Context: an optimization exercise on an open-source flow, tuned for small area. The choices shown serve that exercise and are no tape-out recipe. The RTL was checked by simulation tests, not by an equivalence proof against the original design. Power figures rest on the tool's default switching activity, not on a simulated workload.

**design/flow/design.v**
```verilog
`timescale 1ns / 1ps
module input_flow_control
(input val,full,
 output ret,write
 );
assign write = (full == 0 && val == 1)? 1'b1 : 1'b0;
assign ret = full;
endmodule
`timescale 1ns / 1ps
module FIFO_Buffer
#(parameter DATA_WIDTH = 8,
  parameter ADD_BIT = 2)  
(input [DATA_WIDTH-1:0] Data_in,
 input clk, rst, write, read,
 output [DATA_WIDTH-1:0] Data_out,
 output empty, full
 );
 reg [DATA_WIDTH-1:0] fifo[2**ADD_BIT-1:0]; 
 reg [ADD_BIT-1:0] rd_ptr_reg, rd_ptr_next, rd_ptr_succ;
 reg [ADD_BIT-1:0] wr_ptr_reg, wr_ptr_next, wr_ptr_succ;
 reg full_reg, full_next, empty_reg, empty_next;
 wire wr_en;
 always@(posedge clk)
	begin
		if(wr_en)
			fifo[wr_ptr_reg] <= Data_in;	
	end
assign Data_out = fifo[rd_ptr_reg];
assign wr_en = write & (~full_reg);
always@(posedge clk, posedge rst)
	begin
		if(rst)
			begin
				rd_ptr_reg <= 0;
				wr_ptr_reg <= 0;
				full_reg <= 1'b0;
				empty_reg <= 1'b1;
			end
		else
			begin
				rd_ptr_reg <= rd_ptr_next;
				wr_ptr_reg <= wr_ptr_next;
				full_reg <= full_next;
				empty_reg <= empty_next;
			end
	end
always @*
	begin
		rd_ptr_succ = rd_ptr_reg + 1;
		wr_ptr_succ = wr_ptr_reg + 1;
		wr_ptr_next = wr_ptr_reg;
		rd_ptr_next = rd_ptr_reg;
		full_next = full_reg;
		empty_next = empty_reg;
		case({write,read})
			2'b01:  
				if(~empty_reg)  
					begin
						rd_ptr_next = rd_ptr_succ;
						full_next = 1'b0;
						if(rd_ptr_succ == wr_ptr_reg)
							empty_next = 1'b1;
					end
			2'b10:  
				if(~full_reg)  
					begin
						wr_ptr_next = wr_ptr_succ;
						empty_next = 1'b0;
						if(wr_ptr_succ == rd_ptr_reg)
							full_next = 1'b1;
					end
			2'b11:  
				begin 
					rd_ptr_next = rd_ptr_succ;
					wr_ptr_next = wr_ptr_succ;
				end
		endcase
	end
assign full = full_reg;
assign empty = empty_reg;
endmodule
`timescale 1ns / 1ps
module input_controler
#(parameter DATA_WIDTH = 8,
  parameter N_REGISTER = 3,
  parameter N_ADD = 2)
(input [N_ADD-1:0] X_cur,Y_cur,
 input [DATA_WIDTH-1:0] Data_in,
 output reg [DATA_WIDTH-1:0] Data_out,
 input empty,grant,
 input clk,rst,
 output wire read,
 output reg [N_REGISTER-1:0] register
 );
wire [N_ADD-1:0] x_add_cur,y_add_cur;
reg [DATA_WIDTH-1:0] data_reg;
reg [N_ADD-1:0] x_add_des,y_add_des;
localparam [N_REGISTER-1:0] not_register = 3'b111;
assign x_add_cur = X_cur;
assign y_add_cur = Y_cur;
always@(posedge clk, posedge rst)
	begin
		if(rst)
			begin
				Data_out <= 0;
				register <= not_register;
			end
		else
			begin
				if(empty == 0)
				begin
					data_reg = Data_in;
					x_add_des = {data_reg[1],data_reg[0]};  
					y_add_des = {data_reg[3],data_reg[2]};  
					Data_out <= data_reg;
					if(x_add_des == x_add_cur)
						begin
							if(y_add_des == y_add_cur)
								register <= 3'b000;  
							else
								begin
									if(y_add_des > y_add_cur)
										register <= 3'b011;  
									if(y_add_des < y_add_cur)
										register <= 3'b100;  
								end
						end
					else
						begin
							if(x_add_des > x_add_cur)
								register <= 3'b001;  
							if(x_add_des < x_add_cur)
								register <= 3'b010;  
						end
				end
				if(empty == 1)
					begin
						Data_out <= 0;
						register <= not_register;
					end
			end
	end
assign read = (rst == 0 && empty == 0 && grant == 1) ? 1'b1 : 1'b0;
endmodule
`timescale 1ns / 1ps
module block_input
#(parameter DATA_WIDTH = 8,
  parameter N_REGISTER = 3,
  parameter N_ADD = 2)
(
input [N_ADD-1:0] X_cur,Y_cur,   
input clk,rst,
input grant,  
input val,   
output ret,  
input [DATA_WIDTH-1:0]Data_in,  
output [DATA_WIDTH-1:0]Data_out,
output [N_REGISTER-1:0] register    
    );
wire write_wire, read_wire;
wire empty_wire,full_wire; 
wire [DATA_WIDTH-1:0]Data_bus;
input_flow_control IFC(.val(val),.full(full_wire),.ret(ret),.write(write_wire));
FIFO_Buffer BUFFER(.Data_in(Data_in),
							.clk(clk),.rst(rst),
							.write(write_wire),.read(read_wire),
							.empty(empty_wire),.full(full_wire),
							.Data_out(Data_bus));
input_controler RC(.X_cur(X_cur),.Y_cur(Y_cur),
							.Data_in(Data_bus),.Data_out(Data_out),
							.clk(clk),.rst(rst),
							.register(register),.read(read_wire),
							.empty(empty_wire),.grant(grant));
endmodule
`timescale 1ns / 1ps
module crossbar
#(parameter DATA_WIDTH = 8,
  parameter N_BIT_SEL = 3)
(input [DATA_WIDTH-1:0] In_L, In_N, In_E, In_W, In_S,
 output reg [DATA_WIDTH-1:0] Out_L, Out_N, Out_E, Out_W, Out_S,
 input[N_BIT_SEL-1:0] Select_L, Select_N,Select_E, Select_W, Select_S
    );
	always@(*)
		begin
					case(Select_L)
						3'd0: Out_L = In_L;
						3'd1: Out_L = In_N;
						3'd2: Out_L = In_E;
						3'd3: Out_L = In_S;
						3'd4: Out_L = In_W;
						default: Out_L = 0;
					endcase
					case(Select_N)
						3'd0: Out_N = In_L;
						3'd1: Out_N = In_N;
						3'd2: Out_N = In_E;
						3'd3: Out_N = In_S;
						3'd4: Out_N = In_W;
						default: Out_N = 0;
					endcase
					case(Select_W)
						3'd0: Out_W = In_L;
						3'd1: Out_W = In_N;
						3'd2: Out_W = In_E;
						3'd3: Out_W = In_S;
						3'd4: Out_W = In_W;
						default: Out_W = 0;
					endcase
					case(Select_S)
						3'd0: Out_S = In_L;
						3'd1: Out_S = In_N;
						3'd2: Out_S = In_E;
						3'd3: Out_S = In_S;
						3'd4: Out_S = In_W;
						default: Out_S = 0;
					endcase
					case(Select_E)
						3'd0: Out_E = In_L;
						3'd1: Out_E = In_N;
						3'd2: Out_E = In_E;
						3'd3: Out_E = In_S;
						3'd4: Out_E = In_W;
						default: Out_E = 0;
					endcase
		end
endmodule
`timescale 1ns / 1ps
module switch_atriber
#(parameter N_BIT_SEL = 3,
  parameter N_REGISTER = 3)
( input [N_REGISTER-1:0] request_L, request_N, request_E, request_S, request_W,
  output reg grant_L,grant_N,grant_E,grant_S,grant_W,
  input full_L, full_N, full_E, full_S, full_W,
  input clk, rst,
  output reg [N_BIT_SEL-1:0] select_L, select_N, select_E, select_S, select_W
);
reg [N_REGISTER-1:0] request[4:0];
reg [2:0] count;
reg [N_BIT_SEL-1:0] sel_L, sel_N, sel_E, sel_S, sel_W;
reg gnt_L, gnt_N, gnt_E, gnt_S, gnt_W;
localparam [N_REGISTER-1:0] OUT_L = 3'b000;
localparam [N_REGISTER-1:0] OUT_E = 3'b001;
localparam [N_REGISTER-1:0] OUT_W = 3'b010;
localparam [N_REGISTER-1:0] OUT_N = 3'b011;
localparam [N_REGISTER-1:0] OUT_S = 3'b100;
localparam [N_BIT_SEL-1:0] IN_NON = 3'd5;
localparam [N_BIT_SEL-1:0] IN_L = 3'd0;
localparam [N_BIT_SEL-1:0] IN_N = 3'd1;
localparam [N_BIT_SEL-1:0] IN_E = 3'd2;
localparam [N_BIT_SEL-1:0] IN_S = 3'd3;
localparam [N_BIT_SEL-1:0] IN_W = 3'd4;
always@*
	begin
		request[0] <= request_L;
		request[1] <= request_N;
		request[2] <= request_E;
		request[3] <= request_S;
		request[4] <= request_W;
	end
always@(posedge clk, posedge rst)
	begin
		if(rst)
			begin
				select_L <= IN_NON;
				select_N <= IN_NON;
				select_E <= IN_NON;
				select_W <= IN_NON;
				select_S <= IN_NON;
				grant_L <= 0;
				grant_N <= 0;
				grant_E <= 0;
				grant_W <= 0;
				grant_S <= 0;
				count <= 0;
			end
		else
			begin
				sel_L = select_L; sel_N = select_N; sel_E = select_E; sel_W = select_W; sel_S = select_S;
				gnt_L = grant_L; gnt_N = grant_N; gnt_E = grant_E; gnt_W = grant_W; gnt_S = grant_S;
				if(count < 5)
					begin
						if(request[count] == OUT_L)  
							begin
								case(count)
									0: sel_L = IN_L;  
									1: sel_L = IN_N;  
									2: sel_L = IN_E;  
									3: sel_L = IN_S;  
									4: sel_L = IN_W;  
									default: sel_L = IN_NON;
								endcase
							end
						 else if(request[count] == OUT_E) 
							begin
								case(count)
									0: sel_E = IN_L;  
									1: sel_E = IN_N;  
									2: sel_E = IN_E;  
									3: sel_E = IN_S;  
									4: sel_E = IN_W;  
									default: sel_E = IN_NON;
								endcase
							end
						else if(request[count] == OUT_W) 
							begin
								case(count)
									0: sel_W = IN_L;  
									1: sel_W = IN_N;  
									2: sel_W = IN_E;  
									3: sel_W = IN_S;  
									4: sel_W = IN_W;  
									default: sel_W = IN_NON;
								endcase
							end
						else if(request[count] == OUT_N) 
							begin
								case(count)
									0: sel_N = IN_L;  
									1: sel_N = IN_N;  
									2: sel_N = IN_E;  
									3: sel_N = IN_S;  
									4: sel_N = IN_W;  
									default: sel_N = IN_NON;
								endcase
							end
						else if(request[count] == OUT_S) 
							begin
								case(count)
									0: sel_S = IN_L;  
									1: sel_S = IN_N;  
									2: sel_S = IN_E;  
									3: sel_S = IN_S;  
									4: sel_S = IN_W;  
									default: sel_S = IN_NON;
								endcase
							end
						else
							begin
								sel_L = IN_NON;
								sel_N = IN_NON;
								sel_E = IN_NON;
								sel_W = IN_NON;
								sel_S = IN_NON;
							end
						if((sel_L == IN_L && full_L == 1'b0) || (sel_N == IN_L && full_N == 1'b0) || (sel_E == IN_L && full_E == 1'b0) ||
							(sel_W == IN_L && full_W == 1'b0) || (sel_S == IN_L && full_S == 1'b0))
								gnt_L = 1;
						else
								gnt_L = 0;
						if((sel_L == IN_N && full_L == 1'b0) || (sel_N == IN_N && full_N == 1'b0) || (sel_E == IN_N && full_E == 1'b0)||
							(sel_W == IN_N && full_W == 1'b0) || (sel_S == IN_N && full_S == 1'b0))
								gnt_N = 1;
						else
								gnt_N = 0;
						if((sel_L == IN_E && full_L == 1'b0) || (sel_N == IN_E && full_N == 1'b0) || (sel_E == IN_E && full_E == 1'b0) ||
							(sel_W == IN_E && full_W == 1'b0) || (sel_S == IN_E && full_S == 1'b0))							 
								gnt_E = 1;
						else
								gnt_E = 0;	
						if((sel_L == IN_W && full_L == 1'b0) || (sel_N == IN_W && full_N == 1'b0)|| (sel_E == IN_W && full_E == 1'b0) ||
							(sel_W == IN_W && full_W == 1'b0) || (sel_S == IN_W && full_S == 1'b0))
								gnt_W = 1;
						else
								gnt_W = 0;
						if((sel_L == IN_S && full_L == 1'b0) || (sel_N == IN_S && full_N == 1'b0) || (sel_E == IN_S && full_E == 1'b0) ||
							(sel_W == IN_S && full_W == 1'b0) || (sel_S == IN_S && full_S == 1'b0))
								gnt_S = 1;
						else
								gnt_S = 0;
					end
				if(count == 4)
					count <= 0;
				else
					count <= count + 1;
				select_L <= sel_L; select_N <= sel_N; select_E <= sel_E; select_W <= sel_W; select_S <= sel_S;
				grant_L <= gnt_L; grant_N <= gnt_N; grant_E <= gnt_E; grant_W <= gnt_W; grant_S <= gnt_S;
			end
	end
endmodule
`timescale 1ns / 1ps
module switch
#(parameter N_BIT_SEL = 3,
  parameter N_REGISTER = 3,
  parameter DATA_WIDTH = 8)
(input [DATA_WIDTH-1:0] In_L, In_N, In_E, In_W, In_S,
 output [DATA_WIDTH-1:0] Out_L, Out_N, Out_E, Out_W, Out_S,
 input clk, rst,
 input [N_REGISTER-1:0] request_L, request_N, request_E, request_S, request_W,
 output grant_L,grant_N,grant_E,grant_S,grant_W,
 input full_L, full_N, full_E, full_S, full_W  
    );
wire [N_BIT_SEL-1:0] select_L, select_N, select_E, select_S, select_W;
crossbar ST (.In_L(In_L),.In_N(In_N),.In_E(In_E),.In_W(In_W),.In_S(In_S),
					.Out_L(Out_L),.Out_N(Out_N),.Out_E(Out_E),.Out_W(Out_W),.Out_S(Out_S),
					.Select_L(select_L),.Select_N(select_N),.Select_E(select_E),.Select_S(select_S),.Select_W(select_W));
switch_atriber SA (.clk(clk),.rst(rst),
							.select_L(select_L),.select_N(select_N),.select_E(select_E),.select_S(select_S),.select_W(select_W),
							.request_L(request_L),.request_N(request_N),.request_E(request_E),.request_S(request_S),.request_W(request_W),
							.grant_L(grant_L),.grant_N(grant_N),.grant_E(grant_E),.grant_S(grant_S),.grant_W(grant_W),
							.full_L(full_L),.full_N(full_N),.full_E(full_E),.full_S(full_S),.full_W(full_W));
endmodule
`timescale 1ns / 1ps
module output_controller
#(parameter DATA_WIDTH = 8)
(
input ret,  
output full_ret,   
input [DATA_WIDTH-1:0] Data_in,
output [DATA_WIDTH-1:0] Data_out,
output val  
 );
assign Data_out = Data_in;
assign val = (ret == 0 && Data_in!= 0) ? 1'b1 : 1'b0;  
assign full_ret = ret;
endmodule
`timescale 1ns / 1ps
module router_5p
#(	parameter DATA_WIDTH = 8,
	parameter N_ADD = 2,
	parameter N_REGISTER = 3)
(input clk,rst,
 input [N_ADD-1:0] X_address , Y_address,
 input [DATA_WIDTH-1:0]Data_in_L, Data_in_N, Data_in_S, Data_in_E, Data_in_W,
 output [DATA_WIDTH-1:0]Data_out_L, Data_out_N, Data_out_S, Data_out_E, Data_out_W,
 input val_in_L, val_in_N, val_in_S, val_in_E, val_in_W,     
 output ret_in_L, ret_in_N, ret_in_S, ret_in_E, ret_in_W,    
 input ret_out_L, ret_out_N, ret_out_S, ret_out_E, ret_out_W,   
 output val_out_L, val_out_N, val_out_S, val_out_E, val_out_W	 
    );
wire [DATA_WIDTH-1:0] In_L, In_N, In_E, In_W, In_S;
wire [DATA_WIDTH-1:0] Out_L, Out_N, Out_E, Out_W, Out_S;
wire [N_REGISTER-1:0] request_L, request_N, request_E, request_S, request_W;
wire grant_L,grant_N,grant_E,grant_S,grant_W;
wire full_L, full_N, full_E, full_S, full_W;
switch SW(.clk(clk),.rst(rst),
				.In_L(In_L),.In_N(In_N),.In_E(In_E),.In_W(In_W),.In_S(In_S),
				.Out_L(Out_L),.Out_N(Out_N),.Out_E(Out_E),.Out_W(Out_W),.Out_S(Out_S),
				.request_L(request_L),.request_N(request_N),.request_E(request_E),.request_S(request_S),.request_W(request_W),
				.grant_L(grant_L),.grant_N(grant_N),.grant_E(grant_E),.grant_S(grant_S),.grant_W(grant_W),
				.full_L(full_L),.full_N(full_N),.full_E(full_E),.full_S(full_S),.full_W(full_W));
block_input INPUT_L(.X_cur(X_address),.Y_cur(Y_address),.clk(clk),.rst(rst),
							.Data_in(Data_in_L),.Data_out(In_L),.register(request_L),
							.grant(grant_L),.val(val_in_L),.ret(ret_in_L));
block_input INPUT_N(.X_cur(X_address),.Y_cur(Y_address),.clk(clk),.rst(rst),
							.Data_in(Data_in_N),.Data_out(In_N),.register(request_N),
							.grant(grant_N),.val(val_in_N),.ret(ret_in_N));
block_input INPUT_E(.X_cur(X_address),.Y_cur(Y_address),.clk(clk),.rst(rst),
							.Data_in(Data_in_E),.Data_out(In_E),.register(request_E),
							.grant(grant_E),.val(val_in_E),.ret(ret_in_E));
block_input INPUT_W(.X_cur(X_address),.Y_cur(Y_address),.clk(clk),.rst(rst),
							.Data_in(Data_in_W),.Data_out(In_W),.register(request_W),
							.grant(grant_W),.val(val_in_W),.ret(ret_in_W));
block_input INPUT_S(.X_cur(X_address),.Y_cur(Y_address),.clk(clk),.rst(rst),
							.Data_in(Data_in_S),.Data_out(In_S),.register(request_S),
							.grant(grant_S),.val(val_in_S),.ret(ret_in_S));
output_controller OUTPUT_L(.ret(ret_out_L),.full_ret(full_L),
								.Data_in(Out_L),.Data_out(Data_out_L),.val(val_out_L));
output_controller OUTPUT_N(.ret(ret_out_N),.full_ret(full_N),
								.Data_in(Out_N),.Data_out(Data_out_N),.val(val_out_N));
output_controller OUTPUT_E(.ret(ret_out_E),.full_ret(full_E),
								.Data_in(Out_E),.Data_out(Data_out_E),.val(val_out_E));
output_controller OUTPUT_W(.ret(ret_out_W),.full_ret(full_W),
								.Data_in(Out_W),.Data_out(Data_out_W),.val(val_out_W));
output_controller OUTPUT_S(.ret(ret_out_S),.full_ret(full_S),
								.Data_in(Out_S),.Data_out(Data_out_S),.val(val_out_S));
endmodule
```
**design/flow/config.mk**
```make
export PLATFORM = sky130hd
export DESIGN_NAME = router_5p
export DESIGN_NICKNAME = router_5p
export VERILOG_FILES = /design/flow/design.v
export SDC_FILE = /design/flow/constraint.sdc
export NUM_CORES = 4
export LEC_CHECK = 0
export CAP_MARGIN = 20
export CORE_MARGIN = 2
export CORE_UTILIZATION = 40
export PLACE_DENSITY = 0.6
export SLEW_MARGIN = 20
```
**design/flow/run.sh**
```bash
#!/bin/bash
# synth_recipe.tcl (not shown) runs the flow's synth.tcl, then flattens the netlist and writes it again
# the make line also repeats each setting of config.mk as NAME=value (left out here)
make -C /OpenROAD-flow-scripts/flow DESIGN_CONFIG=/design/flow/config.mk WORK_HOME=/design/flow/orfs CLKGATE_MAP_FILE= SYNTH_SCRIPT=/design/flow/synth_recipe.tcl finish
```
**design/flow/constraint.sdc**
```tcl
create_clock -name core_clock -period 5.0 [get_ports {clk}]
set_input_delay 1.0000 -clock core_clock [delete_from_list [all_inputs] [get_ports {clk}]]
set_output_delay 1.0000 -clock core_clock [all_outputs]
set_load 0.01 [all_outputs]
```
==> results_dict.tcl <==
set metrics [dict create \
    nets 1209 \
    hp-start "SW.SA.count[0]$_DFF_PP0_" \
    tightest_slew_ps 947 \
    ctsRootBufferMaster "clkbuf_16" \
    io_pins 106 \
    p_leak_uw 0.00578 \
    min_path_cells 1 \
    cp_slowest_stage_delay_ps 970 \
    synth-async-reset-ratio 0.403 \
    fmax_ghz 0.243 \
    final_util 0.477 \
    path_buf_inv 2 \
    final.setup.tns_ps 0 \
    setup_viol 0 \
    fillCellCount 2900 \
    core_um2 32500 \
    grt_overflow 0 \
    synth-xor-area-share 0.0187 \
    syn_nets 1118 \
    synth_compound_area_frac 0.0944 \
    drtIter0Drc 744 \
    synth_adder_area_share 0.0437 \
    hold-path-endpoint "SW.SA.count[0]$_DFF_PP0_" \
    powerDensity_nw_per_um2 656 \
    startpoint_type "register" \
    period_minus_slack_ps 4110 \
    skew_ps 17.6 \
    syn_area_per_cell_um2 12.9 \
    grt_pass1_wl_mm 48.0 \
    netlist_area_um2 13100 \
    synth_top_area_cell "edfxtp_1" \
    criticalPathCategory "register to output pin" \
    crit_fanout 23 \
    ys.flop_type "edfxtp_1" \
    die_w_um 185 \
    ant_nets 0 \
    r2r-end "SW.SA.grant_N$_DFFE_PP0N_" \
    start_util 0.405 \
    io_buffers 105 \
    reg2reg_depth 10 \
    synthSimpleGateAreaFrac 0.0942 \
    vdd_drop_max_uv 249 \
    synth.distinct_cells 55 \
    die_h_um 185 \
    cp_top_family "flip-flops" \
    rsz0062_at_grt "no" \
    clock_latency_ps 540 \
    cts_buffers 29 \
    critPathCaptureType "output pin" \
    grtUsageTotal 0.183 \
    wl_per_cell_um 19.8 \
    synth_edf_count 160 \
    slew_headroom 0.369 \
    antenna_found_initial 0 \
    crit_chain "mux4_2 -> inv_1 -> o21ai_0 -> nor4_1 -> a21oi_1 -> clkdlybuf4s50_1" \
    stdcell_area_um2 15500 \
    cts_tree "done" \
    drc_errors 0 \
    drt-pass1-iter-count 5 \
    viasPerCell 5.37 \
    netlist_top_cells_area "edfxtp_1 (37%), dfrtp_1 (15%), mux4_2 (8.1%)" \
    synth_cells 1017 \
    htree_levels 1 \
    dpl_cell_area_um2 14600 \
    maxCapViolations 0 \
    synth_top_family_by_area "multiplexers" \
    post-dp-hpwl_mm 22.6 \
    rows 66 \
    cts_sinks 268 \
    syn_to_final_growth_pct 17.9 \
    ctsResizeCount 0 \
    yosysMostFrequentCell "edfxtp_1" \
    dieArea_um2 34300 \
    hold_path.class "register to register" \
    cts_hold_buffers 0 \
    post_cts_buffers 0 \
    critPathArrivalTime_ps 3110 \
    cp.required_ps 4000 \
    slowest_stage "dfrtp_1" \
    cts_buffer_depth 3 \
    timing.rr.start "SW.SA.count[2]$_DFF_PP0_" \
    ys_warn_count 5 \
    r2r_setup_slack_ps 1600 \
    yosys.area.top_type_share 0.366 \
    ys_seq_area_frac 0.574 \
    synth_seq_cells 268 \
    clkSlewWorstSetupHoldPaths_ps 60 \
    hold_viol 0 \
    fin_crit_sh 0.823 \
    synthMuxAreaShare 0.144 \
    outcome "no timing/DRC/antenna violations" \
    report.final.slew_viol_count 0 \
    drt_wl_total_mm 31.1 \
    routabilityCongestion 0.926 \
    drive_gt1_frac 0.123 \
    first_global_vias 8310 \
    vias 8445 \
    grt_max_degree 60 \
    antenna_cells 0 \
    netlist_top_cells_count "edfxtp_1 (160), nand2_1 (83), dfrtp_1 (78)" \
]
-- cells in the final DEF, fill, tap and decap left out, types with 3 or more instances in the layout --
cell type | Yosys | routed
edfxtp_1 | 160 | 160
clkdlybuf4s50_1 | 0 | 105
nand2_1 | 83 | 83
dfrtp_1 | 78 | 78
mux2i_1 | 69 | 69
nor2_1 | 63 | 63
inv_1 | 52 | 51
mux4_2 | 47 | 47
ha_1 | 45 | 45
o22ai_1 | 38 | 38
nor2b_1 | 36 | 36
a21oi_1 | 35 | 35
o21ai_0 | 34 | 33
dfstp_2 | 30 | 30
clkbuf_16 | 0 | 29
o22a_1 | 25 | 25
a31oi_1 | 22 | 22
and2_1 | 20 | 20
xnor2_1 | 18 | 18
nor4_1 | 12 | 12
clkinv_1 | 1 | 11
xor2_1 | 10 | 10
nand3_1 | 8 | 8
nand2b_1 | 8 | 8
buf_4 | 0 | 8
nor3b_1 | 6 | 6
nor3_1 | 6 | 6
clkbuf_1 | 43 | 6
a211oi_1 | 5 | 5
mux2_4 | 5 | 5
a21o_1 | 5 | 5
a22oi_1 | 4 | 4
a32oi_1 | 4 | 4
o32a_1 | 4 | 4
clkinv_2 | 0 | 4
o21ai_1 | 2 | 3
nor4b_1 | 3 | 3
-- cell type report --
type,instances,area (um^2),share of cell area
Sequential cell,268,7540,0.487
Multi-Input combinational cell,642,5190,0.335
Clock buffer,35,748,0.0483
Clock inverter,18,135,0.00872
Timing Repair Buffer,113,1110,0.0717
Tap cell,442,553,0.0357
Inverter,54,205,0.0132
-- metal layers --
layer	up-vias	GRT usage	wire length (um)	share of wire
met3	51	0.0246	1490	0.048
met5	-	0	0	0
met1	4159	0.263	14700	0.47
met2	258	0.294	14300	0.46
li1	3977	-	-	-
met4	0	0.0479	622	0.020
-- logic make-up after synthesis --
family,Yosys count
DFF,268
muxes,125
and+or+nand+nor,254
buffers and inverters,107
AOI/OAI and AO/OA,189
adders and majority gates,46
xor gates and xnor gates,28
-- metrics by stage --
step	instances	power (uW)	hold WS [ps]	setup WS, ps
finish	1572	10200	514	885
global route	1572	10800	562	703
CTS	1572	10200	521	877
detailed placement	1519	8190	514	1440
global placement	1519	8120	505	1470
floorplan	1017	6630	469	1110
-- report_power, final --
part | leakage (uW) | switching (uW) | internal (uW) | total, uW
logic | 0.00265 | 1920 | 2130 | 4050
clock network | 0.000433 | 835 | 1160 | 2000
registers | 0.00270 | 1080 | 3030 | 4120
total | 0.00578 | 3840 | 6320 | 10200
-- worst max-delay path by stage --
stage / from / slack [ps] / to / depth (start not counted)
2_1_floorplan: rst / 1110 / INPUT_E.BUFFER.full_reg$_DFFE_PP0P_ / 1
3_5_place_dp: SW.SA.select_W[1]$_DFFE_PP0N_ / 1440 / val_out_W / 6
3_3_place_gp: SW.SA.select_W[1]$_DFFE_PP0N_ / 1470 / val_out_W / 6
4_1_cts: SW.SA.select_W[1]$_DFFE_PP0N_ / 880 / val_out_W / 6
6_report: SW.SA.select_W[1]$_DFFE_PP0N_ / 890 / val_out_W / 6
5_1_grt: SW.SA.select_S[1]$_DFFE_PP0N_ / 700 / val_out_S / 6

==> static timing again, ports no longer ideal <==
How much do the figures lean on ideal ports? The routed layout below was timed once more, with nothing changed but the port constraints. Step 1 (the two cells are an assumption about what drives the block):
set clk [get_ports {clk}]
set_driving_cell -lib_cell sky130_fd_sc_hd__clkbuf_16 $clk
set_driving_cell -lib_cell sky130_fd_sc_hd__buf_2 [delete_from_list [all_inputs] $clk]
Step 2 times the ports against the registers' clock, not the clock port: input delays grow and output delays shrink by t, the midpoint of the rising clock arrivals with the driver on. Slacks: ideal / step 1 / step 2; pairs: ideal / step 1.
t (ns): 0.579
setup WS [ns]: 0.885 / 0.839 / 1.418
hold WS [ns]: 0.514 / 0.514 / 0.514
After both steps this run still meets setup and hold. For this run, drivers alone change the setup slack by -0.046 ns; drivers and shift together by +0.533 ns.
